From an optimization exercise on the open Yosys and OpenROAD flow, aimed at a short achievable clock period; shortcuts taken in it are not production practice.
In this exercise RTL edits were held to simulation tests only and were not proved equivalent to the original.
In every run shown here, the design's own scripts or RTL, not TritonCTS, make the clock network.
No driver is modelled on the clock port, so clock power and skew are understated where the tree is cut down; a real chip needs a root buffer or a tree.
No activity file was given, so power comes from the tool's default toggle rates.

**design.v**
```verilog
module LA_Change
   (
    input  [31:0]  chn_i,        
    input  [31:0]  acq_i,        
    output         change_o);    
assign change_o=|(acq_i ^ chn_i);
endmodule  
module LA_Select
  #(parameter N=1)
   (
    input          change_i,
    input  [N-1:0] nx_chg_i,     
    input  [N-1:0] nx_nochg_i,   
    output [N-1:0] nx_o);
assign nx_o=change_i ? nx_chg_i : nx_nochg_i;
endmodule  
module la_1_32_sync_ft245
   (
    input         clk,
    input         rst,
    input  [7:0]  ft_data_i,
    output [7:0]  ft_data_o,
    output        ft_data_oe,
    input         ft_rxf_n,
    input         ft_txe_n,
    output        ft_rd_n,
    output        ft_wr_n,
    output        ft_oe_n,
    output        ft_siwu,
    input  [31:0] chn,
    output        wr,
    output [3:0]  dbg);
localparam [31:0] CFG_WORD=32'h3C020720;  
localparam [7:0]  C_TX_LAST=8'd249;       
localparam        DEPTH=128;
integer i;
reg  s_nidle, s_wr1, s_wr2, s_read, s_rold, s_ar1, s_write, s_wold;
wire s_idle=~s_nidle;
reg        ft_txe_r, ft_rxf_r;
reg  [7:0] rx_data_r;
reg  [7:0] rx_old0, rx_old1;
reg  [1:0] rx_valid_old;
reg  [1:0] ft_rd_old;
reg  [7:0] tx_old0, tx_old1, tx_old2;
reg  [2:0] tx_valid_old;
reg  [1:0] ft_wr_old;
reg        write_failed;
reg  [1:0] old_counter;
reg        tx_read_old;
reg  [7:0] tx_data_r;
reg        rd_n_r, wr_n_r, oe_n_r, oe_r, wr_r;
reg        oe_i;
reg  [7:0] tx_data_i;
reg  [7:0]       fifo[0:DEPTH-1];
reg  [7:0]       diff;      
reg  [DEPTH:0]   pos;       
reg  [DEPTH/8-1:0] grp;     
reg              avail_r;   
reg              full_r;    
reg  [DEPTH/8-1:0] shift_g;  
reg              re_r;      
reg              we_r;      
reg  [7:0]       datai_r;   
reg  [7:0]       dpop;      
reg          busy_r;
reg  [3:1]   cnt_oh;    
reg          cnt_nz;    
wire [3:0]   cnt_c={cnt_oh, ~cnt_nz};
reg          tw_r;
reg  [31:0]  txd_r, in_d_hold;
wire [31:0]  in_d_r=tw_r ? txd_r : in_d_hold;
reg          start_r, start_acq_r, cfg_src_r;
reg  [7:0]   cnt_tx;
reg  [1:0]   cnt_rx;
reg  [7:0]   trg_mask, trg_value, trg_edge;
reg          n_lvl;
reg          n_mask0, n_k_nochg, n_k_chg;
reg  [31:0]  acq_data_r;
reg          cdiv;
reg          np_r;      
wire rx_pending=|rx_valid_old;
wire ft_read_ok=ft_rd_old[1] & ft_rxf_r;
wire rx_valid=(s_read & ft_read_ok) | (s_rold & rx_valid_old[1]);
wire [7:0] rx_data=s_rold ? rx_old1 : rx_data_r;
wire rx_shift=(ft_read_ok & ~rx_valid) | s_rold;
wire old_end=old_counter==2'd2;
wire idle_tx=s_idle & ~rx_pending & ~ft_rxf_r & ft_txe_r;
wire go_rold=s_idle & rx_pending;
wire go_wr1=s_idle & ~rx_pending & ft_rxf_r;
wire go_wold=idle_tx & write_failed;
wire go_write=idle_tx & ~write_failed & avail_r;
wire n_wr1=go_wr1;
wire n_wr2=s_wr1;
wire n_read=s_wr2 | (s_read & ft_rxf_r);
wire n_ar1=s_read & ~ft_rxf_r;
wire n_write=go_write | (s_write & ft_txe_r & avail_r);
wire n_wold=go_wold | (s_wold & ~old_end);
wire n_rold=go_rold | (s_rold & rx_pending);
wire n_nidle=n_wr1 | n_wr2 | n_read | n_ar1 | n_write | n_wold | n_rold;
wire ft_rd=s_wr2 | s_read;
wire ft_oe=s_wr1 | s_wr2 | s_read;
wire ft_wr=(s_write & ft_txe_r) | (s_wold & tx_valid_old[2]);
wire [1:0] nx_rx_valid_old=rx_shift ? {rx_valid_old[0], ft_read_ok} : rx_valid_old;
wire nx_write_failed=(s_wold & old_end) ? 1'b0 :
                     (write_failed | (ft_wr_old[1] & ~ft_txe_r) | (tx_read_old & ~ft_txe_r));
wire re=re_r;
wire we=we_r;
wire inc=we & ~re;
wire dec=re & ~we;
wire nx_avail=inc ? 1'b1 : (dec ? ~pos[1] : avail_r);
wire nx_re=~ft_txe_n & nx_avail &
           (n_write | (~n_nidle & ~(|nx_rx_valid_old) & ft_rxf_n & ~nx_write_failed));
wire nx_full=inc ? pos[DEPTH-1] : (dec ? 1'b0 : full_r);
wire [7:0] nx_diff=inc ? diff+8'd1 : (dec ? diff-8'd1 : diff);
reg [DEPTH/8-1:0] nx_gt;
always @*
begin
  for (i=0; i<DEPTH/8; i=i+1)
      nx_gt[i]=inc ? grp[i] | pos[8*i] : (dec ? grp[i] & ~pos[8*i+1] : grp[i]);
end
always @(posedge clk)
begin
  for (i=0; i<DEPTH; i=i+1)
      if (shift_g[i/8])
         begin
         if (pos[i+1])
            fifo[i] <= datai_r;
         else if (i<DEPTH-1)
            fifo[i] <= fifo[(i+1)%DEPTH];
         end
      else
         begin
         if (pos[i])
            fifo[i] <= datai_r;
         end
  dpop <= fifo[0];
end
always @(posedge clk or posedge rst)
begin
  if (rst)
     begin
     diff    <= 8'd0;
     pos     <= {{DEPTH{1'b0}}, 1'b1};
     grp     <= {DEPTH/8{1'b0}};
     avail_r <= 1'b0;
     full_r  <= 1'b0;
     end
  else
     begin
     diff    <= nx_diff;
     grp     <= nx_gt;
     if (inc)
        pos <= {pos[DEPTH-1:0], 1'b0};
     else if (dec)
        pos <= {1'b0, pos[DEPTH:1]};
     avail_r <= nx_avail;
     full_r  <= nx_full;
     end
end
wire last=cnt_c[3] & ~full_r;
wire [31:0] tx_data_o=cfg_src_r ? CFG_WORD : acq_data_r;
wire mask0=~n_mask0;
wire trig_nochg=mask0 | (~n_lvl & ~n_k_nochg);
wire trig_chg  =mask0 | (~n_lvl & ~n_k_chg);
wire [7:0] nx_mask =(rx_valid && cnt_rx==2'd0) ? rx_data : trg_mask;
wire [7:0] nx_value=(rx_valid && cnt_rx==2'd1) ? rx_data : trg_value;
wire [7:0] nx_edge =(rx_valid && cnt_rx==2'd2) ? rx_data : trg_edge;
wire p_r=~np_r;
wire next_data=p_r & start_r & ~cfg_src_r;
wire rx_cmd=rx_valid & (cnt_rx==2'd3);
wire [7:0] nx_lvl_new=~nx_mask |
                      ({nx_value[7:1] ~^ chn[7:1], nx_value[0] ~^ chn[0]} &
                       ~{nx_edge[7:1], 1'b0});
wire [7:0] nx_lvl_old=~nx_mask |
                      ({nx_value[7:1] ~^ acq_data_r[7:1], nx_value[0] ~^ acq_data_r[0]} &
                       ~{nx_edge[7:1], 1'b0});
wire cnt_tx_last=cnt_tx==C_TX_LAST;
wire nx_cdiv=(rx_valid && rx_data[0]) ? 1'b0 : ~cdiv;
wire nx_cfg_src=rx_cmd ? rx_data[1] : cfg_src_r;
wire       adv=busy_r & ~full_r;
wire       busy0=busy_r & ~last;
wire [3:0] cnt0=adv ? {cnt_c[2:0], cnt_c[3]} : cnt_c;
wire tx_full0=busy_r & (full_r ? ~(cnt_c[3] & re) :
                                 (~cnt_c[3] & (~cnt_c[2] | (~re & pos[DEPTH-1]))));
wire start0=rx_cmd ? rx_data[0] : start_r;
wire p0=~tx_full0 & ~nx_cdiv;
wire wr0=p0 & start0 & ~nx_cfg_src;
reg [7:0] byte_hold, byte_adv;
always @*
begin
  byte_hold=({8{cnt_c[0]}} & in_d_hold[7:0])   | ({8{cnt_c[1]}} & in_d_hold[15:8]) |
            ({8{cnt_c[2]}} & in_d_hold[23:16]) | ({8{cnt_c[3]}} & in_d_hold[31:24]);
  byte_adv =({8{cnt_c[3]}} & in_d_hold[7:0])   | ({8{cnt_c[0]}} & in_d_hold[15:8]) |
            ({8{cnt_c[1]}} & in_d_hold[23:16]) | ({8{cnt_c[2]}} & in_d_hold[31:24]);
  if (tw_r)
     begin
     byte_hold=txd_r[7:0];
     byte_adv=txd_r[15:8];
     end
end
wire [7:0] byte0=(busy_r & ~full_r) ? byte_adv : byte_hold;
function [26:0] la_next;
  input trg;
  reg       t_wr, n_start, n_start_acq, n_busy;
  reg [7:0] n_cnt_tx;
  begin
  t_wr=p_r & (start_acq_r | (start_r & trg));
  n_start=start_r;
  n_start_acq=start_acq_r;
  n_cnt_tx=cnt_tx;
  if (start_r && (trg || cfg_src_r))
     n_start_acq=1'b1;
  if (t_wr)
     begin
     n_cnt_tx=cnt_tx+8'd1;
     if (cnt_tx_last || cfg_src_r)
        begin
        n_start=1'b0;
        n_start_acq=1'b0;
        end
     end
  if (rx_cmd)
     begin
     n_start=rx_data[0];
     if (!start_r && rx_data[0])
        begin
        n_cnt_tx=8'b0;
        if (mask0)
           n_start_acq=1'b1;
        end
     if (!rx_data[0])
        n_start_acq=1'b0;
     end
  n_busy=t_wr | busy0;
  la_next={t_wr, n_start, n_start_acq, n_cnt_tx, n_busy,
           t_wr ? 4'b0001 : cnt0,
           t_wr | ~p0,
           n_busy & ~nx_full,
           ~t_wr & wr0,
           t_wr ? tx_data_o[7:0] : byte0};
  end
endfunction
wire [26:0] la_nx_t1=la_next(1'b1);
wire [26:0] la_nx_t0=la_next(1'b0);
wire [26:0] la_nx;
wire any_change;
LA_Change chg
   (.chn_i(chn), .acq_i(acq_data_r), .change_o(any_change));
wire [26:0] la_nx_chg=trig_chg ? la_nx_t1 : la_nx_t0;
wire [26:0] la_nx_nochg=trig_nochg ? la_nx_t1 : la_nx_t0;
LA_Select #(.N(27)) trg_sel
   (.change_i(any_change), .nx_chg_i(la_nx_chg), .nx_nochg_i(la_nx_nochg),
    .nx_o(la_nx));
wire       tx_wr=la_nx[26];
wire       nx_start=la_nx[25];
wire       nx_start_acq=la_nx[24];
wire [7:0] nx_cnt_tx=la_nx[23:16];
wire       nx_busy=la_nx[15];
wire [3:0] nx_cnt=la_nx[14:11];
wire       nx_np=la_nx[10];
wire       nx_we=la_nx[9];
wire       nx_wr=la_nx[8];
wire [7:0] nx_datai=la_nx[7:0];
always @(posedge clk or posedge rst)
begin
  if (rst)
     begin
     start_r     <= 1'b0;
     start_acq_r <= 1'b0;
     cfg_src_r   <= 1'b0;
     cnt_tx      <= 8'b0;
     cnt_rx      <= 2'b0;
     trg_mask    <= 8'b0;
     trg_value   <= 8'b0;
     trg_edge    <= 8'b0;
     n_lvl       <= 1'b0;
     n_mask0     <= 1'b0;
     n_k_nochg   <= 1'b0;
     n_k_chg     <= 1'b0;
     tw_r        <= 1'b0;
     cdiv        <= 1'b0;
     np_r        <= 1'b0;
     busy_r      <= 1'b0;
     cnt_oh      <= 3'b0;
     cnt_nz      <= 1'b0;
     acq_data_r  <= 32'b0;
     we_r        <= 1'b0;
     end
  else
     begin
     start_r     <= nx_start;
     start_acq_r <= nx_start_acq;
     cfg_src_r   <= nx_cfg_src;
     cnt_tx      <= nx_cnt_tx;
     cdiv        <= nx_cdiv;
     np_r        <= nx_np;
     busy_r      <= nx_busy;
     cnt_oh      <= nx_cnt[3:1];
     cnt_nz      <= ~nx_cnt[0];
     we_r        <= nx_we;
     cnt_rx    <= rx_valid ? cnt_rx+2'd1 : 2'b0;
     trg_mask  <= nx_mask;
     trg_value <= nx_value;
     trg_edge  <= nx_edge;
     n_lvl     <= next_data ? ~(&nx_lvl_new) : ~(&nx_lvl_old);
     n_mask0   <= nx_mask!=8'b0;
     n_k_nochg <= nx_mask[0] & nx_edge[0];
     n_k_chg   <= nx_mask[0] & (nx_edge[0] ^ (|nx_edge));
     tw_r      <= tx_wr;
     if (next_data)
        acq_data_r <= chn;
     end
end
always @(posedge clk)
begin
  txd_r     <= tx_data_o;
  in_d_hold <= in_d_r;
  datai_r <= nx_datai;
end
always @(posedge clk or posedge rst)
begin
  if (rst)
     begin
     s_nidle      <= 1'b0;
     s_wr1        <= 1'b0;
     s_wr2        <= 1'b0;
     s_read       <= 1'b0;
     s_rold       <= 1'b0;
     s_ar1        <= 1'b0;
     s_write      <= 1'b0;
     s_wold       <= 1'b0;
     ft_txe_r     <= 1'b0;
     oe_i         <= 1'b1;
     tx_data_i    <= 8'b0;
     ft_rxf_r     <= 1'b0;
     rx_data_r    <= 8'b0;
     rx_old0      <= 8'b0;
     rx_old1      <= 8'b0;
     rx_valid_old <= 2'b0;
     ft_rd_old    <= 2'b0;
     ft_wr_old    <= 2'b0;
     tx_read_old  <= 1'b0;
     re_r         <= 1'b0;
     shift_g      <= {DEPTH/8{1'b0}};
     tx_old0      <= 8'b0;
     tx_old1      <= 8'b0;
     tx_old2      <= 8'b0;
     tx_valid_old <= 3'b0;
     old_counter  <= 2'b0;
     write_failed <= 1'b0;
     end
  else
     begin
     s_nidle <= n_nidle;
     s_wr1   <= n_wr1;
     s_wr2   <= n_wr2;
     s_read  <= n_read;
     s_rold  <= n_rold;
     s_ar1   <= n_ar1;
     s_write <= n_write;
     s_wold  <= n_wold;
     ft_txe_r  <= ~ft_txe_n;
     oe_i      <= ~(n_wr1 | n_wr2 | n_read | n_ar1);
     tx_data_i <= s_wold ? tx_old2 : dpop;
     ft_rxf_r  <= ~ft_rxf_n;
     rx_data_r <= oe_i ? tx_data_i : ft_data_i;
     if (rx_shift)
        begin
        rx_old1      <= rx_old0;
        rx_old0      <= rx_data_r;
        rx_valid_old <= {rx_valid_old[0], ft_read_ok};
        end
     ft_rd_old   <= {ft_rd_old[0], ft_rd};
     ft_wr_old   <= {ft_wr_old[0], ft_wr};
     tx_read_old <= re;
     re_r    <= nx_re;
     shift_g <= {DEPTH/8{nx_re}} & nx_gt;
     if (!write_failed)
        begin
        tx_old2      <= tx_old1;
        tx_old1      <= tx_old0;
        tx_old0      <= dpop;
        tx_valid_old <= {tx_valid_old[1:0], tx_read_old};
        end
     if (ft_wr_old[1] && !ft_txe_r)
        write_failed <= 1'b1;
     if (tx_read_old && !ft_txe_r)
        write_failed <= 1'b1;
     if (s_wold)
        begin
        old_counter  <= old_counter+2'd1;
        tx_valid_old <= {tx_valid_old[1:0], 1'b0};
        tx_old2      <= tx_old1;
        tx_old1      <= tx_old0;
        tx_old0      <= 8'b0;
        if (old_end)
           begin
           old_counter  <= 2'b0;
           write_failed <= 1'b0;
           end
        end
     end
end
always @(posedge clk)
begin
  if (rst)
     begin
     rd_n_r <= 1'b1;
     wr_n_r <= 1'b1;
     oe_n_r <= 1'b1;
     oe_r   <= 1'b1;
     end
  else
     begin
     rd_n_r <= ~ft_rd;
     wr_n_r <= ~ft_wr;
     oe_n_r <= ~ft_oe;
     oe_r   <= ~(n_wr1 | n_wr2 | n_read | n_ar1);
     end
  tx_data_r <= s_wold ? tx_old2 : dpop;
  wr_r      <= nx_wr;
end
assign ft_data_o=tx_data_r;
assign ft_data_oe=oe_r;
assign ft_rd_n=rd_n_r;
assign ft_wr_n=wr_n_r;
assign ft_oe_n=oe_n_r;
assign ft_siwu=1'b1;
assign wr=wr_r;
assign dbg=4'b0;
endmodule  
```
**flow/run.sh**
```bash
#!/bin/bash
# Standard layout (the standard.sh), with two changes:
#  * the port buffers that placement inserts are buf_4 cells (ORFS picks a
#    slow delay buffer, clkdlybuf4s50_1, by default);
#  * the clock tree: ORFS's cts.tcl sources flow/pre_cts.tcl (PRE_CTS_TCL),
#    which replaces clock_tree_synthesis by a two-level balanced tree.
# standard.sh's output is in standard.log; each ORFS step keeps its own log
# under orfs/logs.
set -euo pipefail
export PRE_CTS_TCL="$(pwd)/flow/pre_cts.tcl"
export BUFFER_PORTS_ARGS="-buffer_cell sky130_fd_sc_hd__buf_4"
bash standard.sh > standard.log 2>&1
```
**flow/pre_cts.tcl**
```tcl
# Own clock tree for the CTS step of the standard flow (sourced through
# PRE_CTS_TCL by ORFS's cts.tcl, just before it calls clock_tree_synthesis).
# TritonCTS builds a three-buffer-deep H-tree here; this builds a two-level
# balanced tree instead: the clock port drives 4 root buffers (one per
# quadrant), each root drives the leaf buffers of its quadrant, and each
# leaf buffer drives a cluster of nearby flip-flops (the sinks split into
# equal-count columns by x, then equal-count rows by y). All flip-flops are
# two buffers from the port, with the same buffer type at each level.
proc manual_cts_build {ncol nrow nroot} {
  set db [ord::get_db]
  set block [ord::get_db_block]
  set bufm [$db findMaster sky130_fd_sc_hd__clkbuf_16]
  set clk_net [$block findNet clk]
  set sinks {}
  foreach it [$clk_net getITerms] {
    set inst [$it getInst]
    set bb [$inst getBBox]
    set x [expr {([$bb xMin] + [$bb xMax]) / 2}]
    set y [expr {([$bb yMin] + [$bb yMax]) / 2}]
    lappend sinks [list $x $y $it]
  }
  set n [llength $sinks]
  puts "manual_cts: $n sinks, $ncol x $nrow leaf clusters, $nroot roots"
  # columns of equal count by x, then rows of equal count by y
  set sinks [lsort -integer -index 0 $sinks]
  set leaves {}
  for {set c 0} {$c < $ncol} {incr c} {
    set a [expr {$c * $n / $ncol}]
    set b [expr {($c + 1) * $n / $ncol - 1}]
    set col [lsort -integer -index 1 [lrange $sinks $a $b]]
    set m [llength $col]
    for {set r 0} {$r < $nrow} {incr r} {
      set a2 [expr {$r * $m / $nrow}]
      set b2 [expr {($r + 1) * $m / $nrow - 1}]
      lappend leaves [list $c $r [lrange $col $a2 $b2]]
    }
  }
  # root buffers: split the columns among the roots
  set roots {}
  set rootnets {}
  for {set k 0} {$k < $nroot} {incr k} {
    set rinst [odb::dbInst_create $block $bufm "cts_root_$k"]
    set rnet [odb::dbNet_create $block "clknet_root_$k"]
    $rnet setSigType CLOCK
    [$rinst findITerm X] connect $rnet
    lappend roots $rinst
    lappend rootnets $rnet
    set rsx($k) 0; set rsy($k) 0; set rcnt($k) 0
  }
  set li 0
  foreach leaf $leaves {
    lassign $leaf c r members
    set sx 0; set sy 0
    foreach s $members { incr sx [lindex $s 0]; incr sy [lindex $s 1] }
    set cnt [llength $members]
    set cx [expr {$sx / $cnt}]
    set cy [expr {$sy / $cnt}]
    set linst [odb::dbInst_create $block $bufm "cts_leaf_$li"]
    set lnet [odb::dbNet_create $block "clknet_leaf_$li"]
    $lnet setSigType CLOCK
    foreach s $members {
      set it [lindex $s 2]
      $it disconnect
      $it connect $lnet
    }
    [$linst findITerm X] connect $lnet
    # root index: by quadrant of columns/rows
    if {$nroot == 1} {
      set k 0
    } elseif {$nroot == 2} {
      set k [expr {$c < $ncol / 2 ? 0 : 1}]
    } else {
      set k [expr {($c < $ncol / 2 ? 0 : 1) + ($r < $nrow / 2 ? 0 : 2)}]
    }
    [$linst findITerm A] connect [lindex $rootnets $k]
    $linst setLocation [expr {$cx - 2000}] [expr {$cy - 1360}]
    $linst setPlacementStatus PLACED
    incr rsx($k) $cx; incr rsy($k) $cy; incr rcnt($k)
    incr li
  }
  for {set k 0} {$k < $nroot} {incr k} {
    set rinst [lindex $roots $k]
    [$rinst findITerm A] connect $clk_net
    $rinst setLocation [expr {$rsx($k) / $rcnt($k) - 2000}] [expr {$rsy($k) / $rcnt($k) - 1360}]
    $rinst setPlacementStatus PLACED
  }
  $clk_net setSigType CLOCK
  puts "manual_cts: $li leaf buffers"
}

rename clock_tree_synthesis orfs_clock_tree_synthesis
proc clock_tree_synthesis {args} {
  manual_cts_build 8 10 4
  set_propagated_clock [all_clocks]
}
```
**standard.sh**
```bash
#!/bin/bash
# synth_recipe.tcl (not shown) runs the flow's synth.tcl, then flattens the netlist and writes it again
# the make line also repeats each setting of config.mk as NAME=value (left out here)
make -C /OpenROAD-flow-scripts/flow DESIGN_CONFIG=/design/flow/config.mk WORK_HOME=/design/flow/orfs CLKGATE_MAP_FILE= SYNTH_SCRIPT=/design/flow/synth_recipe.tcl "${@:-finish}"
```
**config.mk**
```make
export PLATFORM = sky130hd
export DESIGN_NAME = la_1_32_sync_ft245
export DESIGN_NICKNAME = la_1_32_sync_ft245
export VERILOG_FILES = /design/flow/design.v
export SDC_FILE = /design/flow/constraint.sdc
export NUM_CORES = 4
export LEC_CHECK = 0
export ABC_CLOCK_PERIOD_IN_PS = 1500
export CAP_MARGIN = 20
export CORE_MARGIN = 2
export CORE_UTILIZATION = 40
export SETUP_SLACK_MARGIN = 2.3
export SLEW_MARGIN = 20
export SYNTH_HIERARCHICAL = 1
export TNS_END_PERCENT = 100
```
**constraint.sdc**
```tcl
create_clock -name core_clock -period 4.0 [get_ports {clk}]
set_input_delay 0.8000 -clock core_clock [delete_from_list [all_inputs] [get_ports {clk}]]
set_output_delay 0.8000 -clock core_clock [all_outputs]
set_load 0.01 [all_outputs]
```
==> impl_metrics.toml, run 1 <==
[synthesis]
synthesis.instances = 6433
mappedNetlistArea_um2 = 60500
synth_area_leaders = "sky130_fd_sc_hd__dfxtp_1 35%, sky130_fd_sc_hd__dfrtp_1 13%, sky130_fd_sc_hd__mux2i_1 9.9%"
ys_ff_latch = 1442
synth-seq-area-share_pct = 51.2
synth_top_flop_cell = "sky130_fd_sc_hd__dfxtp_1"
synth-edff-count = 48
async_flop_share_pct = 22.5
netlist.area_leader.share_pct = 35.4
netlist-cell-type-count = 64
synth_area_leader_cell = "sky130_fd_sc_hd__dfxtp_1"
syn_area_per_cell_um2 = 9.40
number_of_synthesis_warnings = 8

[hold_path]
hold_path_class = "in -> async"

[worst_setup_path]
setup.reg_to_reg.worst_slack_ns = 1.77
critPathArrivalTime_ns = 2.64
setup.worst_path.start = "s_read$_DFF_PP0_"
r2r.worst_path.cells = 7
crit_path_end = "n_mask0$_DFF_PP0_"
element_type_at_the_critical_path_start = "flip-flop"
wp_data_required_ns = 4.42
cp_max_fo = 6
crit-reg2reg-launch = "s_read$_DFF_PP0_"
crit_path_end_kind = "flip-flop"
reg2reg_to = "n_mask0$_DFF_PP0_"
worst_path_class_setup = "reg -> reg"

[timing]
timing.final.max_slew_violations = 0
fmax_mhz = 449
unrepaired_setup_endpoints_after_global_routing = "yes"
tightest_slew_ns = 0.932
finalCritPeriodShare_pct = 55.7
finalCriticalPeriod_ns = 2.23
slew_headroom_pct = 37.8
fin_worst_skew_ns = 0.0278
post-route-worst-setup-slack_ns = 1.77
report.final.setup_viol = 0
hold_viol = 0

[floorplan]
core.rowCount = 142
design.die.area_um2 = 154000
coreArea_um2 = 150000
initial_cell_density_of_the_core_pct = 40.3
floorplan.die.width_um = 393
floorplan.io_pins = 62
die-height_um = 393

[routing]
route.detailed.drc = 0
num_vias = 44600
finalWirelength_mm = 149
final_antenna_net_count = 0
detail_routed_via_count_per_cell = 5.43
first_pass_iters = 5
drtIter0Drc = 3265
wire_per_inst_um = 18.1

[layout]
finalNetCount = 6247
final_layout_size_suffix_gt1_share_pct = 15.0
layout.cells.non_filler = 8211
fillCellCount = 14200
area.growth.synth_to_final_pct = 11.7

[placement]
finalWeightedCongestion = 0.777
post-place-ws_ns = 0.939
post-place-cells = 7978
dpl.hpwl_mm = 83.1
port-buffer-count = 56

[global_route]
initial_antenna_violation_count = 7
grt_pass1_wl_mm = 237
globalRouteOverflowTotal = 0
grt_pass1_vias = 43400
largest_net_degree_at_the_start_of_global_routing = 147
track_usage_pct = 18.3

[power_and_ir_drop]
cellPowerDensity_nw_per_um2 = 492
p_leak_nw = 25.6
ir_worst_vdd_mv = 0.465

[cts]
cts_hold_buf = 0
clkLatencyLatePin_ns = 0.54
clk_transition_reported_paths_ns = 0.08

[flow_run]
maxCapViolCount = 0

[outcome]
status = "finished clean"
-- layout make-up --
| class | instances | area [µm²] | share of cell area (%) |
|---|---|---|---|
| timing repair buffer | 268 | 3230 | 4.77 |
| buffer | 84 | 2100 | 3.11 |
| inverter | 64 | 259 | 0.383 |
| sequential | 1442 | 31100 | 46.0 |
| antenna | 2 | 5.00 | 0.00741 |
| timing repair inverter | 1 | 7.51 | 0.0111 |
| tap | 2016 | 2520 | 3.73 |
| multi-input combinational | 4334 | 28300 | 41.9 |
-- metal layers --
metal,global-route usage [%],wire length (µm)
met1,25.6,70900
met2,30.7,69200
met3,1.53,4640
met4,4.03,3850
met5,0,15
-- placed cells by master (no fill, tap or decap), types with 42 or more instances in the layout --
cell	n
sky130_fd_sc_hd__nand2_1	305
sky130_fd_sc_hd__mux2i_1	520
sky130_fd_sc_hd__nor2_1	1226
sky130_fd_sc_hd__clkbuf_16	88
sky130_fd_sc_hd__a221o_1	76
sky130_fd_sc_hd__o22ai_1	335
sky130_fd_sc_hd__inv_1	54
sky130_fd_sc_hd__o221a_2	77
sky130_fd_sc_hd__nor3b_1	61
sky130_fd_sc_hd__o21ai_0	460
sky130_fd_sc_hd__edfxtp_1	48
sky130_fd_sc_hd__mux2_2	121
sky130_fd_sc_hd__dfxtp_1	1048
sky130_fd_sc_hd__or2_2	68
sky130_fd_sc_hd__mux2i_4	42
sky130_fd_sc_hd__a211oi_1	210
sky130_fd_sc_hd__dfrtp_1	284
sky130_fd_sc_hd__nand2b_1	66
sky130_fd_sc_hd__nor3_1	222
sky130_fd_sc_hd__buf_4	148
sky130_fd_sc_hd__buf_6	46
sky130_fd_sc_hd__o21a_1	141
-- how the worst min path moves through the flow --
stage,start,end,slack [ns],depth (start not counted)
after global routing,rst,s_wold$_DFF_PP0_,0.18,2
after global placement,fifo[0][3]$_DFFE_PP_,dpop[3]$_DFF_P_,0.33,0
after floorplan,fifo[0][0]$_DFFE_PP_,dpop[0]$_DFF_P_,0.32,0
after CTS,rst,s_wold$_DFF_PP0_,0.18,2
after detailed placement,fifo[0][6]$_DFFE_PP_,dpop[6]$_DFF_P_,0.33,0
final,rst,s_wold$_DFF_PP0_,0.20,2
-- synthesized netlist by cell type, types with 5 or more instances --
cell type / number
sky130_fd_sc_hd__a211oi_1: 212
sky130_fd_sc_hd__a21oi_1: 35
sky130_fd_sc_hd__a221o_1: 76
sky130_fd_sc_hd__a221oi_1: 10
sky130_fd_sc_hd__a31oi_1: 15
sky130_fd_sc_hd__and2_1: 5
sky130_fd_sc_hd__and2b_1: 8
sky130_fd_sc_hd__buf_1: 81
sky130_fd_sc_hd__buf_2: 5
sky130_fd_sc_hd__buf_4: 5
sky130_fd_sc_hd__clkbuf_1: 482
sky130_fd_sc_hd__clkbuf_2: 20
sky130_fd_sc_hd__dfrtp_1: 323
sky130_fd_sc_hd__dfxtp_1: 1069
sky130_fd_sc_hd__edfxtp_1: 48
sky130_fd_sc_hd__ha_1: 8
sky130_fd_sc_hd__inv_1: 63
sky130_fd_sc_hd__mux2_2: 130
sky130_fd_sc_hd__mux2_4: 21
sky130_fd_sc_hd__mux2i_1: 599
sky130_fd_sc_hd__mux4_2: 8
sky130_fd_sc_hd__nand2_1: 323
sky130_fd_sc_hd__nand2b_1: 68
sky130_fd_sc_hd__nand3_1: 5
sky130_fd_sc_hd__nand4_1: 12
sky130_fd_sc_hd__nor2_1: 1234
sky130_fd_sc_hd__nor2b_1: 34
sky130_fd_sc_hd__nor2b_2: 7
sky130_fd_sc_hd__nor3_1: 229
sky130_fd_sc_hd__nor3b_1: 61
sky130_fd_sc_hd__nor4_1: 10
sky130_fd_sc_hd__o21a_1: 141
sky130_fd_sc_hd__o21ai_0: 501
sky130_fd_sc_hd__o221a_2: 77
sky130_fd_sc_hd__o22ai_1: 337
sky130_fd_sc_hd__o32ai_1: 7
sky130_fd_sc_hd__or2_2: 70
sky130_fd_sc_hd__or3_1: 16
sky130_fd_sc_hd__xnor2_1: 38
-- timing repair --
action | in CTS | in global routing
pin swaps | 29 | 35
gates resized for setup | 281 | 147
gates cloned | 15 | 4
setup endpoints to repair | 1098 | 528
setup buffers | 90 | 38
hold endpoints to repair | 0 | 0
-- critical path: stages, from the launching register on --
cell                      delay, ns
sky130_fd_sc_hd__dfrtp_2       0.43
sky130_fd_sc_hd__buf_12        0.14
sky130_fd_sc_hd__a32o_4        0.40
sky130_fd_sc_hd__nand2_8       0.14
sky130_fd_sc_hd__buf_12        0.13
sky130_fd_sc_hd__mux2i_4       0.29
sky130_fd_sc_hd__nand2_1       0.10
sky130_fd_sc_hd__or4_1         0.48
-- state kept, by name, summed over array words and instances (netlist names), 16 cells and up --
name        cells
acq_data_r     32
fifo         1024
grp            16
in_d_hold      32
pos           129
shift_g        16
txd_r          32
-- per-module statistics from Yosys, one instance, submodules excluded, a selection --
module | times used | flip-flops and latches | cell area (µm²)
LA_Change | 1 | 0 | 347
la_1_32_sync_ft245 | 1 | 1442 | 59700
-- per-stage QoR --
step	total power, mW	utilization, %	instance area [µm²]	setup TNS [ns]	hold WS [ns]
floorplan	20.5	-	60700	-380.01	0.323
global placement	22.7	41.4	62000	0	0.327
detailed placement	22.8	41.4	62000	0	0.328
CTS	32.9	44.3	66500	0	0.175
global route	34.7	45.1	67600	0	0.182
finish	33.3	45.1	67600	0	0.204
-- logic make-up (layout without fill, tap and decap cells) --
family / count (synthesis) / in the layout / share of synthesized area [%]
AND/OR/NAND/NOR: 2093 / 2094 / 14.9
XOR/XNOR: 39 / 39 / 0.565
multiplexers: 758 / 758 / 13.2
flip-flops: 1442 / 1442 / 51.2
AO/OA/AOI/OAI: 1429 / 1430 / 15.7
buffers and inverters: 662 / 417 / 4.28
other: 2 / 7 / 0.0124
adder cells (fa/ha/maj): 8 / 8 / 0.166
-- power by group --
| part | internal, mW | switching, mW | total, mW | leakage [nW] |
|---|---|---|---|---|
| sequential | 15.4 | 1.21 | 16.6 | 13.3 |
| combinational | 3.41 | 5.05 | 8.46 | 11.2 |
| clock | 3.67 | 4.53 | 8.19 | 1.04 |
| total | 22.5 | 10.8 | 33.3 | 25.6 |
==> run 2, diff against run 1 <==
--- a/design.v
+++ b/design.v
@@ -4,4 +4,41 @@
     input  [31:0]  acq_i,        
-    output         change_o);    
-assign change_o=|(acq_i ^ chn_i);
+    output         nochange_o);  
+wire [31:0] d;
+wire [15:0] n1;
+wire [7:0]  o2;
+wire [3:0]  n3;
+wire [1:0]  o4;
+genvar i;
+generate
+for (i=0; i<32; i=i+1)
+   begin : l1
+   LA_Xor2 g (.a_i(chn_i[i]), .b_i(acq_i[i]), .y_o(d[i]));
+   end
+for (i=0; i<16; i=i+1)
+   begin : l2
+   LA_Nor2 g (.a_i(d[2*i]), .b_i(d[2*i+1]), .y_o(n1[i]));
+   end
+for (i=0; i<8; i=i+1)
+   begin : l3
+   LA_Nand2 g (.a_i(n1[2*i]), .b_i(n1[2*i+1]), .y_o(o2[i]));
+   end
+for (i=0; i<4; i=i+1)
+   begin : l4
+   LA_Nor2 g (.a_i(o2[2*i]), .b_i(o2[2*i+1]), .y_o(n3[i]));
+   end
+for (i=0; i<2; i=i+1)
+   begin : l5
+   LA_Nand2 g (.a_i(n3[2*i]), .b_i(n3[2*i+1]), .y_o(o4[i]));
+   end
+endgenerate
+LA_Nor2 l6 (.a_i(o4[0]), .b_i(o4[1]), .y_o(nochange_o));
+endmodule  
+module LA_Xor2 (input a_i, input b_i, output y_o);
+assign y_o=a_i ^ b_i;
+endmodule  
+module LA_Nor2 (input a_i, input b_i, output y_o);
+assign y_o=~(a_i | b_i);
+endmodule  
+module LA_Nand2 (input a_i, input b_i, output y_o);
+assign y_o=~(a_i & b_i);
 endmodule  
@@ -10,3 +47,3 @@
    (
-    input          change_i,
+    input          nochange_i,
     input  [N-1:0] nx_chg_i,     
@@ -14,3 +51,3 @@
     output [N-1:0] nx_o);
-assign nx_o=change_i ? nx_chg_i : nx_nochg_i;
+assign nx_o=nochange_i ? nx_nochg_i : nx_chg_i;
 endmodule  
@@ -42,2 +79,5 @@
 reg  [1:0] rx_valid_old;
+reg        rx_valid;
+reg  [7:0] rx_data;
+reg        ld_mask, ld_value, ld_edge, rx_cmd;
 reg  [1:0] ft_rd_old;
@@ -82,5 +122,4 @@
 wire ft_read_ok=ft_rd_old[1] & ft_rxf_r;
-wire rx_valid=(s_read & ft_read_ok) | (s_rold & rx_valid_old[1]);
-wire [7:0] rx_data=s_rold ? rx_old1 : rx_data_r;
-wire rx_shift=(ft_read_ok & ~rx_valid) | s_rold;
+wire rx_valid_c=(s_read & ft_read_ok) | (s_rold & rx_valid_old[1]);
+wire rx_shift=(ft_read_ok & ~rx_valid_c) | s_rold;
 wire old_end=old_counter==2'd2;
@@ -103,2 +142,3 @@
 wire [1:0] nx_rx_valid_old=rx_shift ? {rx_valid_old[0], ft_read_ok} : rx_valid_old;
+wire       nx_rx_valid=(n_read & ft_rd_old[0] & ~ft_rxf_n) | (n_rold & nx_rx_valid_old[1]);
 wire nx_write_failed=(s_wold & old_end) ? 1'b0 :
@@ -164,8 +204,7 @@
 wire trig_chg  =mask0 | (~n_lvl & ~n_k_chg);
-wire [7:0] nx_mask =(rx_valid && cnt_rx==2'd0) ? rx_data : trg_mask;
-wire [7:0] nx_value=(rx_valid && cnt_rx==2'd1) ? rx_data : trg_value;
-wire [7:0] nx_edge =(rx_valid && cnt_rx==2'd2) ? rx_data : trg_edge;
+wire [7:0] nx_mask =ld_mask  ? rx_data : trg_mask;
+wire [7:0] nx_value=ld_value ? rx_data : trg_value;
+wire [7:0] nx_edge =ld_edge  ? rx_data : trg_edge;
 wire p_r=~np_r;
 wire next_data=p_r & start_r & ~cfg_src_r;
-wire rx_cmd=rx_valid & (cnt_rx==2'd3);
 wire [7:0] nx_lvl_new=~nx_mask |
@@ -245,5 +284,5 @@
 wire [26:0] la_nx;
-wire any_change;
+wire no_change;
 LA_Change chg
-   (.chn_i(chn), .acq_i(acq_data_r), .change_o(any_change));
+   (.chn_i(chn), .acq_i(acq_data_r), .nochange_o(no_change));
 wire [26:0] la_nx_chg=trig_chg ? la_nx_t1 : la_nx_t0;
@@ -251,3 +290,3 @@
 LA_Select #(.N(27)) trg_sel
-   (.change_i(any_change), .nx_chg_i(la_nx_chg), .nx_nochg_i(la_nx_nochg),
+   (.nochange_i(no_change), .nx_chg_i(la_nx_chg), .nx_nochg_i(la_nx_nochg),
     .nx_o(la_nx));
@@ -285,3 +324,2 @@
      cnt_nz      <= 1'b0;
-     acq_data_r  <= 32'b0;
      we_r        <= 1'b0;
@@ -309,4 +347,2 @@
      tw_r      <= tx_wr;
-     if (next_data)
-        acq_data_r <= chn;
      end
@@ -315,2 +351,9 @@
 begin
+  if (rst)
+     acq_data_r <= 32'b0;
+  else if (next_data)
+     acq_data_r <= chn;
+end
+always @(posedge clk)
+begin
   txd_r     <= tx_data_o;
@@ -339,2 +382,8 @@
      rx_valid_old <= 2'b0;
+     rx_valid     <= 1'b0;
+     rx_data      <= 8'b0;
+     ld_mask      <= 1'b0;
+     ld_value     <= 1'b0;
+     ld_edge      <= 1'b0;
+     rx_cmd       <= 1'b0;
      ft_rd_old    <= 2'b0;
@@ -366,2 +415,9 @@
      rx_data_r <= oe_i ? tx_data_i : ft_data_i;
+     rx_valid  <= nx_rx_valid;
+     rx_data   <= n_rold ? (rx_shift ? rx_old0 : rx_old1) :
+                           (oe_i ? tx_data_i : ft_data_i);
+     ld_mask   <= nx_rx_valid & (~rx_valid | cnt_rx==2'd3);
+     ld_value  <= nx_rx_valid & rx_valid & cnt_rx==2'd0;
+     ld_edge   <= nx_rx_valid & rx_valid & cnt_rx==2'd1;
+     rx_cmd    <= nx_rx_valid & rx_valid & cnt_rx==2'd2;
      if (rx_shift)
==> impl_metrics.toml, run 2 <==
[worst_setup_path]
element_type_at_the_critical_path_start = "flip-flop"
cp_max_fo = 6
setup.reg_to_reg.worst_slack_ns = 1.84
crit_path_end_kind = "flip-flop"
r2r.worst_path.cells = 7
reg2reg_to = "datai_r[0]$_DFF_P_"
wp_data_required_ns = 4.43
worst_path_class_setup = "reg -> reg"
crit-reg2reg-launch = "cnt_oh[1]$_DFF_PP0_"
critPathArrivalTime_ns = 2.59
worstPathCellList = "buf_6 > a22o_1 > a221o_1 > mux4_2 > nand2_1 > o21ai_1 > mux2_2"
cpPeakStageDelay_ns = 0.52
crit_path_top_delay_cell = "sky130_fd_sc_hd__dfrtp_4"

[timing]
timing.final.max_slew_violations = 0
hold_viol = 0
timing.hold.ws_ns = 0.342
fmax_mhz = 463
finalCriticalPeriod_ns = 2.16
fin_worst_skew_ns = 0.0237
slew_headroom_pct = 48.0
unrepaired_setup_endpoints_after_global_routing = "yes"
finalCritPeriodShare_pct = 54.0
report.final.setup_viol = 0
tightest_slew_ns = 0.781

[hold_path]
hold-path-cell-count = 0
hold_path_end = "dpop[3]$_DFF_P_"
hp-start = "fifo[0][3]$_DFFE_PP_"
hold_path_class = "reg -> reg"

[synthesis]
async_flop_share_pct = 21.0
synth_area_leader_cell = "sky130_fd_sc_hd__dfxtp_1"
synth-seq-area-share_pct = 51.4
ys_ff_latch = 1455
syn_area_per_cell_um2 = 9.36
mappedNetlistArea_um2 = 60500
synth_area_leaders = "sky130_fd_sc_hd__dfxtp_1 36%, sky130_fd_sc_hd__dfrtp_1 13%, sky130_fd_sc_hd__mux2i_1 9.9%"
number_of_synthesis_warnings = 8
synth-edff-count = 48
post_synth_most_frequent_cells = "1322 x sky130_fd_sc_hd__nor2_1, 1101 x sky130_fd_sc_hd__dfxtp_1, 596 x sky130_fd_sc_hd__mux2i_1"
netlist-cell-type-count = 70
synthesis.instances = 6471
netlist.area_leader.share_pct = 36.4
synth_top_flop_cell = "sky130_fd_sc_hd__dfxtp_1"
yosys.cell_count.top_type = "sky130_fd_sc_hd__nor2_1"

[power_and_ir_drop]
switching_share_pct = 32.3
internal_power_mw = 22.7
switching_power_mw = 10.8
p_leak_nw = 25.9
seqPwrFrac_pct = 49.7
clock_power_share_pct = 24.6
combPwrFrac_pct = 25.7
cellPowerDensity_nw_per_um2 = 502
ir_worst_vdd_mv = 0.539

[cts]
clk_transition_reported_paths_ns = 0.08
clkLatencyLatePin_ns = 0.54
cts_hold_buf = 0

[global_route]
grt_pass1_vias = 42600
grt_pass1_wl_mm = 233
track_usage_pct = 18.0
initial_antenna_violation_count = 3
largest_net_degree_at_the_start_of_global_routing = 123
globalRouteOverflowTotal = 0

[placement]
dpl.hpwl_mm = 83.9
port-buffer-count = 56
finalWeightedCongestion = 0.783
place_area_um2 = 61700

[floorplan]
die-height_um = 393
coreArea_um2 = 150000
initial_cell_density_of_the_core_pct = 40.3
design.die.area_um2 = 154000
core.rowCount = 142
floorplan.die.width_um = 393
floorplan.io_pins = 62

[routing]
route.detailed.drc = 0
final_antenna_net_count = 0
drtIter0Drc = 3081
detail_routed_via_count_per_cell = 5.41
num_vias = 44500
wire_per_inst_um = 17.8
first_pass_iters = 5
finalWirelength_mm = 147

[outcome]
status = "finished clean"

[layout]
top_register = "fifo"
area.sequential_um2 = 31300
layout.cell_area.non_filler_um2 = 66700
area.growth.synth_to_final_pct = 10.3
fillCellCount = 14200
largest_register_ff_count = 1024
final_common_cell = "sky130_fd_sc_hd__nor2_1"
most-common-layout-cells = "1313 x sky130_fd_sc_hd__nor2_1, 1072 x sky130_fd_sc_hd__dfxtp_1, 528 x sky130_fd_sc_hd__mux2i_1"
post-route-util_pct = 44.5
top_regs = "fifo (1024), pos (129)"
multiInputGateArea_um2 = 27600
finalNetCount = 6268
final_layout_size_suffix_gt1_share_pct = 13.5

[flow_run]
maxCapViolCount = 0
-- run 2: area by class of cell --
cell class | count | area share (%)
antenna | 3 | 0.0112
inverter | 41 | 0.255
multi-input combinational | 4376 | 41.4
sequential | 1455 | 46.9
timing repair buffer | 258 | 4.57
tap | 2016 | 3.78
buffer | 84 | 3.15
-- run 2: cells by family after synthesis --
group / count (synthesis) / share of synthesized area [%]
AOI/OAI and AO/OA: 1400 / 15.2
xor gates and xnor gates: 56 / 0.810
adders and majority gates: 8 / 0.165
buffers and inverters: 648 / 4.33
DFF: 1455 / 51.4
muxes: 734 / 12.7
other: 2 / 0.0124
and+or+nand+nor: 2168 / 15.3
-- run 2: how the worst max path moves through the flow --
| stage | startpoint | end | slack [ns] | cells past startpoint |
|---|---|---|---|---|
| final | cnt_oh[1]$_DFF_PP0_ | datai_r[0]$_DFF_P_ | 1.84 | 7 |
| after global routing | cnt_oh[3]$_DFF_PP0_ | datai_r[0]$_DFF_P_ | 1.79 | 7 |
| after CTS | cnt_oh[1]$_DFF_PP0_ | datai_r[3]$_DFF_P_ | 1.88 | 7 |
| after detailed placement | chn[29] | start_acq_r$_DFF_PP0_ | 1.0 | 9 |
| after global placement | chn[27] | cnt_tx[6]$_DFF_PP0_ | 1.01 | 9 |
| after floorplan | rst | oe_n_r$_SDFF_PP1_ | -1.69 | 3 |
-- run 2: Yosys stat by module, one instance, submodules excluded, a selection --
module,times used,flops+latches,area [µm²],cells
LA_Xor2,32,0,8.76,1
LA_Nand2,10,0,3.75,1
la_1_32_sync_ft245,1,1455,59700,6378
LA_Nor2,21,0,3.75,1
-- run 2: repair_timing --
action,CTS,global route
setup endpoints to repair,967,553
gates cloned,13,5
buffers inserted,75,51
pin swaps,20,24
resized for setup,183,154
-- run 2: power groups by stage --
| stage | Combinational [mW] | Clock [mW] | Sequential, mW |
|---|---|---|---|
| after floorplan | 4.79 | 0 | 16.1 |
| after detailed placement | 5.99 | 0 | 17.2 |
| after global placement | 5.90 | 0 | 17.1 |
| after CTS | 7.85 | 8.49 | 16.7 |
| after global routing | 9.12 | 8.95 | 16.8 |
| final | 8.61 | 8.24 | 16.7 |
-- run 2: stage by stage --
| step | std cells | setup TNS (ns) | worst slack (ns) | power (mW) |
|---|---|---|---|---|
| 4_1_cts | 8174 | 0 | 1.88 | 33.0 |
| 2_1_floorplan | 6474 | -324.20 | -1.69 | 20.9 |
| 5_1_grt | 8230 | 0 | 1.79 | 34.9 |
| 6_report | 8233 | 0 | 1.84 | 33.5 |
| 3_3_place_gp | 8001 | 0 | 1.01 | 23.0 |
| 3_5_place_dp | 8002 | 0 | 0.999 | 23.1 |
-- run 2: worst max-delay path, delay by kind of cell (launching register included) --
kind / cells / cell delay, ns
mux: 2 / 0.76
compound gates: 3 / 0.53
flops: 1 / 0.52
buf+inv: 1 / 0.15
simple gates: 1 / 0.09
-- run 2: routing by layer --
metal  GRT usage (%)  wire length [µm]
met1            25.4             69900
met2            29.9             68100
met3            1.26              4770
met4            4.52              3910
met5               0                27
==> run 3, diff against run 2 <==
--- a/design.v
+++ b/design.v
@@ -110,3 +110,3 @@
 reg  [31:0]  txd_r, in_d_hold;
-wire [31:0]  in_d_r=tw_r ? txd_r : in_d_hold;
+wire [31:0]  in_d_sh=tw_r ? txd_r : in_d_hold;
 reg          start_r, start_acq_r, cfg_src_r;
@@ -226,16 +226,3 @@
 wire wr0=p0 & start0 & ~nx_cfg_src;
-reg [7:0] byte_hold, byte_adv;
-always @*
-begin
-  byte_hold=({8{cnt_c[0]}} & in_d_hold[7:0])   | ({8{cnt_c[1]}} & in_d_hold[15:8]) |
-            ({8{cnt_c[2]}} & in_d_hold[23:16]) | ({8{cnt_c[3]}} & in_d_hold[31:24]);
-  byte_adv =({8{cnt_c[3]}} & in_d_hold[7:0])   | ({8{cnt_c[0]}} & in_d_hold[15:8]) |
-            ({8{cnt_c[1]}} & in_d_hold[23:16]) | ({8{cnt_c[2]}} & in_d_hold[31:24]);
-  if (tw_r)
-     begin
-     byte_hold=txd_r[7:0];
-     byte_adv=txd_r[15:8];
-     end
-end
-wire [7:0] byte0=(busy_r & ~full_r) ? byte_adv : byte_hold;
+wire [7:0] byte0=adv ? in_d_sh[15:8] : in_d_sh[7:0];
 function [26:0] la_next;
@@ -359,3 +346,3 @@
   txd_r     <= tx_data_o;
-  in_d_hold <= in_d_r;
+  in_d_hold <= adv ? {8'b0, in_d_sh[31:8]} : in_d_sh;
   datai_r <= nx_datai;
==> impl_metrics.toml, run 3 <==
[floorplan]
floorplan.io_pins = 62
core.rowCount = 143
die-height_um = 394
coreArea_um2 = 152000
design.die.area_um2 = 155000
floorplan.die.width_um = 394
initial_cell_density_of_the_core_pct = 40.2

[layout]
largest_register_ff_count = 1024
top_register = "fifo"
fillCellCount = 14400
area.growth.synth_to_final_pct = 9.83
post-route-util_pct = 44.1
top_regs = "fifo (1024), pos (129)"
most-common-layout-cells = "1196 x sky130_fd_sc_hd__nor2_1, 1102 x sky130_fd_sc_hd__dfxtp_1, 534 x sky130_fd_sc_hd__o21ai_0"
final_layout_size_suffix_gt1_share_pct = 13.1
final_common_cell = "sky130_fd_sc_hd__nor2_1"
finalNetCount = 6273

[power_and_ir_drop]
p_leak_nw = 25.9
ir_worst_vdd_mv = 0.522
clock_power_share_pct = 27.5
switching_power_mw = 8.53
combPwrFrac_pct = 19.5
internal_power_mw = 21.4
switching_share_pct = 28.5
seqPwrFrac_pct = 52.9
cellPowerDensity_nw_per_um2 = 448

[timing]
timing.final.max_slew_violations = 0
tightest_slew_ns = 0.757
fmax_mhz = 527
finalCriticalPeriod_ns = 1.90
unrepaired_setup_endpoints_after_global_routing = "yes"
report.final.setup_viol = 0
fin_worst_skew_ns = 0.0143
finalCritPeriodShare_pct = 47.4
timing.hold.ws_ns = 0.334
post-route-worst-setup-slack_ns = 2.10
hold_viol = 0
slew_headroom_pct = 49.6
setup_tns_ns = 0

[synthesis]
yosys.cell_count.top_type = "sky130_fd_sc_hd__nor2_1"
synthesis.instances = 6499
netlist.area_leader.share_pct = 37.3
synth-seq-area-share_pct = 50.6
post_synth_most_frequent_cells = "1203 x sky130_fd_sc_hd__nor2_1, 1133 x sky130_fd_sc_hd__dfxtp_1, 582 x sky130_fd_sc_hd__mux2i_1"
mappedNetlistArea_um2 = 60900
synth_area_leaders = "sky130_fd_sc_hd__dfxtp_1 37%, sky130_fd_sc_hd__dfrtp_1 12%, sky130_fd_sc_hd__mux2i_1 9.6%"
syn_area_per_cell_um2 = 9.37
synth-edff-count = 16
async_flop_share_pct = 21.0
netlist-cell-type-count = 67
synth_top_flop_cell = "sky130_fd_sc_hd__dfxtp_1"
ys_ff_latch = 1455
synth_area_leader_cell = "sky130_fd_sc_hd__dfxtp_1"
number_of_synthesis_warnings = 8

[cts]
clkLatencyLatePin_ns = 0.54
clk_transition_reported_paths_ns = 0.08
cts_hold_buf = 0

[routing]
first_pass_iters = 6
detail_routed_via_count_per_cell = 5.45
wire_per_inst_um = 18.2
route.detailed.drc = 0
final_antenna_net_count = 0
drtIter0Drc = 2793
num_vias = 45000
finalWirelength_mm = 150

[hold_path]
hp-start = "fifo[0][6]$_DFFE_PP_"
hold_path_class = "reg -> reg"

[placement]
post-place-ws_ns = 1.41
finalWeightedCongestion = 0.787
port-buffer-count = 56
dpl.hpwl_mm = 83.1

[worst_setup_path]
crit-reg2reg-launch = "acq_data_r[3]$_SDFFE_PP0P_"
worst_path_class_setup = "in -> reg"
crit_path_end_kind = "flip-flop"
wp_data_required_ns = 4.42
critPathArrivalTime_ns = 2.32
cp_max_fo = 7
setup.worst_path.start = "chn[28]"
element_type_at_the_critical_path_start = "primary input"

[flow_run]
maxCapViolCount = 0

[global_route]
initial_antenna_violation_count = 1
track_usage_pct = 18.1
globalRouteOverflowTotal = 0
grt_pass1_vias = 43500
grt_pass1_wl_mm = 239
largest_net_degree_at_the_start_of_global_routing = 110

[outcome]
status = "finished clean"
==> run 3: cell count changes after synthesis, moves of 22 or more <==
cell / before / now
sky130_fd_sc_hd__buf_1: 53 / 75
sky130_fd_sc_hd__nor3_1: 199 / 274
sky130_fd_sc_hd__edfxtp_1: 48 / 16
sky130_fd_sc_hd__dfxtp_1: 1101 / 1133
sky130_fd_sc_hd__o21ai_0: 435 / 537
sky130_fd_sc_hd__o22ai_1: 396 / 250
sky130_fd_sc_hd__o21a_1: 128 / 174
sky130_fd_sc_hd__a211oi_1: 189 / 260
sky130_fd_sc_hd__nor2_1: 1322 / 1203
==> run 3: final cells by class <==
| type | count | area [µm²] | share of cell area, % |
|---|---|---|---|
| tap | 2030 | 2540 | 3.80 |
| antenna | 1 | 2.50 | 0.00374 |
| timing repair buffer | 236 | 2850 | 4.26 |
| multi-input combinational | 4403 | 28200 | 42.2 |
| buffer | 84 | 2100 | 3.14 |
| sequential | 1455 | 31000 | 46.3 |
| inverter | 41 | 166 | 0.249 |
==> run 3: cells by family after synthesis <==
family	count (synthesis)	synth area share (%)
adders and majority gates	8	0.164
and+or+nand+nor	2117	15.0
DFF	1455	50.6
other	2	0.0123
xor gates and xnor gates	57	0.820
buffers and inverters	648	4.22
muxes	740	13.1
AOI/OAI and AO/OA	1472	16.1
==> run 3: per-module statistics from Yosys (local to each module, per instance), a selection <==
| module | cell area [µm²] | cells inside | times used |
|---|---|---|---|
| LA_Nand2 | 3.75 | 1 | 10 |
| LA_Nor2 | 3.75 | 1 | 21 |
| LA_Xor2 | 8.76 | 1 | 32 |
| la_1_32_sync_ft245 | 60000 | 6406 | 1 |
==> run 3: routing by layer <==
| layer | GRT usage (%) | vias to the layer above | part of all wire, % |
|---|---|---|---|
| met5 | 0 | - | 0 |
| met4 | 3.50 | 0 | 2.1 |
| met3 | 1.02 | 170 | 3.2 |
| met2 | 29.9 | 644 | 46 |
| met1 | 26.2 | 22000 | 49 |
| li1 | - | 22200 | - |
==> run 3: final timing paths <==
path / to / slack [ns] / cells past startpoint
worst max-delay path: cnt_tx[2]$_DFF_PP0_ / 2.10 / 10
max in group asynchronous: shift_g[6]$_DFF_PP0_ / 2.50 / 3
worst min-delay path: dpop[6]$_DFF_P_ / 0.33 / 0
min in group asynchronous: cnt_oh[2]$_DFF_PP0_ / 0.47 / 2
worst min register to register: dpop[6]$_DFF_P_ / 0.33 / 0
worst max register to register: cnt_tx[2]$_DFF_PP0_ / 2.11 / 9
==> run 3: timing repair <==
item | in CTS | in global routing
pin swaps | 5 | 14
setup endpoints to repair | 1127 | 532
resized for setup | 161 | 110
setup buffers | 68 | 32
cloned | 10 | 5
==> run 3: power by group through the flow <==
stage	clock network (mW)	logic (mW)	registers, mW
floorplan	0	3.43	15.8
global placement	0	4.25	16.2
detailed placement	0	4.32	16.3
CTS	8.50	5.46	15.9
global route	9.01	6.23	16.0
finish	8.25	5.85	15.9
==> run 3: critical path: stages <==
cell,delay (ns)
sky130_fd_sc_hd__buf_4,0.12
sky130_fd_sc_hd__xor2_1,0.13
sky130_fd_sc_hd__nor2_1,0.13
sky130_fd_sc_hd__nand2_1,0.08
sky130_fd_sc_hd__nor2_2,0.12
sky130_fd_sc_hd__nand2_1,0.12
sky130_fd_sc_hd__nor2_4,0.23
sky130_fd_sc_hd__buf_6,0.15
sky130_fd_sc_hd__buf_12,0.13
sky130_fd_sc_hd__mux2_4,0.30
==> run 3: metrics by stage <==
stage	std cells	power [mW]	area [µm²]
final	8250	30.0	66800
after global routing	8249	31.2	66800
after CTS	8212	29.8	66000
after detailed placement	8050	20.6	62200
after global placement	8050	20.5	62200
after floorplan	6502	19.2	61000
==> run 4, diff against run 3 <==
--- a/design.v
+++ b/design.v
@@ -99,3 +99,3 @@
 reg              full_r;    
-reg  [DEPTH/8-1:0] shift_g;  
+reg  [DEPTH/16-1:0] shift_g;  
 reg              re_r;      
@@ -163,3 +163,3 @@
   for (i=0; i<DEPTH; i=i+1)
-      if (shift_g[i/8])
+      if (shift_g[i/16])
          begin
@@ -215,3 +215,3 @@
                        ~{nx_edge[7:1], 1'b0});
-wire cnt_tx_last=cnt_tx==C_TX_LAST;
+reg  cnt_tx_last;
 wire nx_cdiv=(rx_valid && rx_data[0]) ? 1'b0 : ~cdiv;
@@ -227,3 +227,3 @@
 wire [7:0] byte0=adv ? in_d_sh[15:8] : in_d_sh[7:0];
-function [26:0] la_next;
+function [27:0] la_next;
   input trg;
@@ -260,3 +260,5 @@
   n_busy=t_wr | busy0;
-  la_next={t_wr, n_start, n_start_acq, n_cnt_tx, n_busy,
+  la_next={(rx_cmd && !start_r && rx_data[0]) ? 1'b0 :
+           (t_wr ? cnt_tx==C_TX_LAST-8'd1 : cnt_tx_last),
+           t_wr, n_start, n_start_acq, n_cnt_tx, n_busy,
            t_wr ? 4'b0001 : cnt0,
@@ -268,5 +270,5 @@
 endfunction
-wire [26:0] la_nx_t1=la_next(1'b1);
-wire [26:0] la_nx_t0=la_next(1'b0);
-wire [26:0] la_nx;
+wire [27:0] la_nx_t1=la_next(1'b1);
+wire [27:0] la_nx_t0=la_next(1'b0);
+wire [27:0] la_nx;
 wire no_change;
@@ -274,7 +276,8 @@
    (.chn_i(chn), .acq_i(acq_data_r), .nochange_o(no_change));
-wire [26:0] la_nx_chg=trig_chg ? la_nx_t1 : la_nx_t0;
-wire [26:0] la_nx_nochg=trig_nochg ? la_nx_t1 : la_nx_t0;
-LA_Select #(.N(27)) trg_sel
+wire [27:0] la_nx_chg=trig_chg ? la_nx_t1 : la_nx_t0;
+wire [27:0] la_nx_nochg=trig_nochg ? la_nx_t1 : la_nx_t0;
+LA_Select #(.N(28)) trg_sel
    (.nochange_i(no_change), .nx_chg_i(la_nx_chg), .nx_nochg_i(la_nx_nochg),
     .nx_o(la_nx));
+wire       nx_cnt_tx_last=la_nx[27];
 wire       tx_wr=la_nx[26];
@@ -297,2 +300,3 @@
      cnt_tx      <= 8'b0;
+     cnt_tx_last <= 1'b0;
      cnt_rx      <= 2'b0;
@@ -319,2 +323,3 @@
      cnt_tx      <= nx_cnt_tx;
+     cnt_tx_last <= nx_cnt_tx_last;
      cdiv        <= nx_cdiv;
@@ -379,3 +384,3 @@
      re_r         <= 1'b0;
-     shift_g      <= {DEPTH/8{1'b0}};
+     shift_g      <= {DEPTH/16{1'b0}};
      tx_old0      <= 8'b0;
@@ -419,3 +424,4 @@
      re_r    <= nx_re;
-     shift_g <= {DEPTH/8{nx_re}} & nx_gt;
+     for (i=0; i<DEPTH/16; i=i+1)
+        shift_g[i] <= nx_re & nx_gt[2*i];
      if (!write_failed)
==> impl_metrics.toml, run 4 <==
[floorplan]
coreArea_um2 = 150000
floorplan.io_pins = 62
die-height_um = 393
core.rowCount = 142
floorplan.die.width_um = 393
design.die.area_um2 = 154000
initial_cell_density_of_the_core_pct = 40.3

[synthesis]
mappedNetlistArea_um2 = 60500
async_flop_share_pct = 20.2
number_of_synthesis_warnings = 8
synth-seq-area-share_pct = 50.3
ys_ff_latch = 1440
post_synth_most_frequent_cells = "1196 x sky130_fd_sc_hd__nor2_1, 1133 x sky130_fd_sc_hd__dfxtp_1, 669 x sky130_fd_sc_hd__mux2i_1"
synthesis.instances = 6484
syn_area_per_cell_um2 = 9.33
synth_top_flop_cell = "sky130_fd_sc_hd__dfxtp_1"
synth_area_leader_cell = "sky130_fd_sc_hd__dfxtp_1"
synth_area_leaders = "sky130_fd_sc_hd__dfxtp_1 37%, sky130_fd_sc_hd__dfrtp_1 12%, sky130_fd_sc_hd__mux2i_1 11%"
netlist.area_leader.share_pct = 37.5
yosys.cell_count.top_type = "sky130_fd_sc_hd__nor2_1"
netlist-cell-type-count = 68
synth-edff-count = 16

[layout]
final_layout_size_suffix_gt1_share_pct = 12.5
post-route-util_pct = 44.3
largest_register_ff_count = 1024
top_register = "fifo"
finalNetCount = 6256
most-common-layout-cells = "1189 x sky130_fd_sc_hd__nor2_1, 1096 x sky130_fd_sc_hd__dfxtp_1, 603 x sky130_fd_sc_hd__mux2i_1"
n_antenna_cell = 0
layout.cell_area.non_filler_um2 = 66500
area.growth.synth_to_final_pct = 9.90
final_common_cell = "sky130_fd_sc_hd__nor2_1"
top_regs = "fifo (1024), pos (129)"

[global_route]
grt_pass1_vias = 42400
initial_antenna_violation_count = 3
track_usage_pct = 18.3
globalRouteOverflowTotal = 0
grt_pass1_wl_mm = 236
largest_net_degree_at_the_start_of_global_routing = 107

[timing]
slew_headroom_pct = 45.5
fin_worst_skew_ns = 0.0191
unrepaired_setup_endpoints_after_global_routing = "yes"
setup_tns_ns = 0
tightest_slew_ns = 0.817
fmax_mhz = 549
hold_viol = 0
report.final.setup_viol = 0
finalCritPeriodShare_pct = 45.6
timing.final.max_slew_violations = 0
finalCriticalPeriod_ns = 1.82

[worst_setup_path]
cp.buffers_inverters = 3
worstPathCellList = "buf_4 > xor2_1 > nor2_1 > nand2_1 > nor2_4 > nand2_2 > nor2_4 > buf_6 > clkbuf_16 > mux2_4"
worst_path_class_setup = "in -> reg"
cp_top_family = "simple AND/OR/NAND/NOR gates"
r2r.worst_path.cells = 9
cp_max_fo = 4
reg2reg_to = "wr_r$_DFF_P_"
crit_path_top_delay_cell = "sky130_fd_sc_hd__mux2_4"
crit-reg2reg-launch = "acq_data_r[1]$_SDFFE_PP0P_"
cpPeakStageDelay_ns = 0.29
wp_data_required_ns = 4.43
cpMostUsedCell = "sky130_fd_sc_hd__nor2_4"
setup.reg_to_reg.worst_slack_ns = 2.20
element_type_at_the_critical_path_start = "primary input"
crit_path_end_kind = "flip-flop"
critPathArrivalTime_ns = 2.25

[routing]
first_pass_iters = 7
wire_per_inst_um = 18.3
final_antenna_net_count = 0
detail_routed_via_count_per_cell = 5.40
drtIter0Drc = 3030
route.detailed.drc = 0
finalWirelength_mm = 150
num_vias = 44400

[placement]
port-buffer-count = 56
place_area_um2 = 61700
finalWeightedCongestion = 0.800
dpl.hpwl_mm = 84.7

[hold_path]
hold_path_end = "dpop[2]$_DFF_P_"
hp-start = "fifo[0][2]$_DFFE_PP_"
hold-path-cell-count = 0
hold_path_class = "reg -> reg"

[cts]
clk_transition_reported_paths_ns = 0.08
clkLatencyLatePin_ns = 0.54

[power_and_ir_drop]
ir_worst_vdd_mv = 0.427
cellPowerDensity_nw_per_um2 = 432
finalPower_mw = 28.7
p_leak_nw = 25.2

[outcome]
status = "finished clean"

[flow_run]
maxCapViolCount = 0
[run 4: cell count changes in the layout (fill, tap and decap cells not counted), moves of 30 or more]
cell and delta:
sky130_fd_sc_hd__mux2i_1 +97, sky130_fd_sc_hd__o21ai_0 +61, sky130_fd_sc_hd__nand2_1 -56, sky130_fd_sc_hd__o22ai_1 +50, sky130_fd_sc_hd__o221a_2 -49, sky130_fd_sc_hd__a221o_1 -42
sky130_fd_sc_hd__nor3b_1 -42, sky130_fd_sc_hd__o21a_1 +30
[run 4: per-module statistics from Yosys, one instance, submodules excluded, a selection]
module | area, µm² | flip-flops and latches | cells inside | times used
LA_Nand2 | 3.75 | 0 | 1 | 10
LA_Xor2 | 8.76 | 0 | 1 | 32
la_1_32_sync_ft245 | 59700 | 1440 | 6390 | 1
LA_Nor2 | 3.75 | 0 | 1 | 21
[run 4: per-layer routing]
layer	GRT usage, %	up-vias	wire, µm	part of all wire, %
met4	3.43	0	3320	2.2
met1	26.0	21600	71600	48
met3	1.22	161	4600	3.1
met5	0	-	0	0
met2	30.8	651	70500	47
li1	-	22000	-	-
[run 4: report_power, final]
| part | leakage (nW) | switching (mW) | internal (mW) | total [mW] |
|---|---|---|---|---|
| logic | 11.1 | 2.67 | 2.07 | 4.74 |
| registers | 13.1 | 0.609 | 15.1 | 15.7 |
| clock network | 1.04 | 4.56 | 3.67 | 8.23 |
[run 4: worst max path at each step]
stage                                      from             endpoint  slack [ns]  cells after the start
after floorplan                             rst    oe_n_r$_SDFF_PP1_       -1.47                      3
after global placement                   chn[3]     cnt_nz$_DFF_PP0_        1.24                     10
after detailed placement                 chn[0]     busy_r$_DFF_PP0_        1.26                      9
after CTS                                chn[0]  cnt_tx[2]$_DFF_PP0_        2.15                     10
after global routing      start_acq_r$_DFF_PP0_  cnt_tx[5]$_DFF_PP0_        2.13                      8
final                                    chn[1]         wr_r$_DFF_P_        2.18                     10
[run 4: repair_timing]
| item | in CTS | in global routing |
|---|---|---|
| hold buffers | 0 | 0 |
| setup endpoints to repair | 1099 | 498 |
| setup buffers | 75 | 41 |
| pin swaps | 14 | 20 |
| gates cloned | 3 | 13 |
| resized for setup | 152 | 120 |
[run 4: cell families after synthesis]
| kind of cell | after synthesis | synth area share (%) |
|---|---|---|
| AND/OR/NAND/NOR | 1993 | 14.0 |
| other | 2 | 0.0124 |
| buffers and inverters | 667 | 4.57 |
| flip-flops | 1440 | 50.3 |
| multiplexers | 821 | 14.5 |
| adder cells (fa/ha/maj) | 8 | 0.165 |
| AO/OA/AOI/OAI | 1496 | 15.6 |
| XOR/XNOR | 57 | 0.825 |
[run 4: cell type report]
cell class | instances | area (µm²)
timing repair inverter | 1 | 5.00
tap | 2016 | 2520
multi-input combinational | 4381 | 28000
fill | 14200 | 83500
timing repair buffer | 253 | 3120
inverter | 43 | 165
buffer | 84 | 2100
sequential | 1440 | 30600
[run 4: metrics by stage]
stage	worst slack, ns	cells	hold slack, ns
6_report	2.18	8218	0.345
3_5_place_dp	1.26	8002	0.327
5_1_grt	2.13	8218	0.350
4_1_cts	2.15	8164	0.346
3_3_place_gp	1.24	8002	0.329
2_1_floorplan	-1.47	6487	0.323

==> static timing again, ports no longer ideal <==
The flow's constraints put no driver on any port. The routed layouts listed below were extracted and timed again, unchanged, in two steps. Step 1 assumes that a clkbuf_16 drives the clock port and a buf_2 every other input. Step 2, shift: input delay + t, output delay - t, t = (earliest + latest rising clock arrival at the registers) / 2. This alone moves slack from input paths to output paths. Slacks: ideal / step 1 / step 2; pairs: ideal / step 1.
run | t (ns) | slack for setup (ns) | clock arrival spread, ns
run 1 | 0.691 | 1.773 / 1.773 / 1.471 | 0.030 / 0.030
run 2 | 0.684 | 1.840 / 1.840 / 1.616 | 0.024 / 0.023
run 3 | 0.686 | 2.102 / 2.038 / 1.548 | 0.019 / 0.019
run 4 | 0.698 | 2.177 / 2.032 / 1.606 | 0.021 / 0.021
After both steps setup and hold are still met in every run listed. For run 4, which loses most, drivers alone change the setup slack by -0.145 ns; drivers and shift together by -0.571 ns.
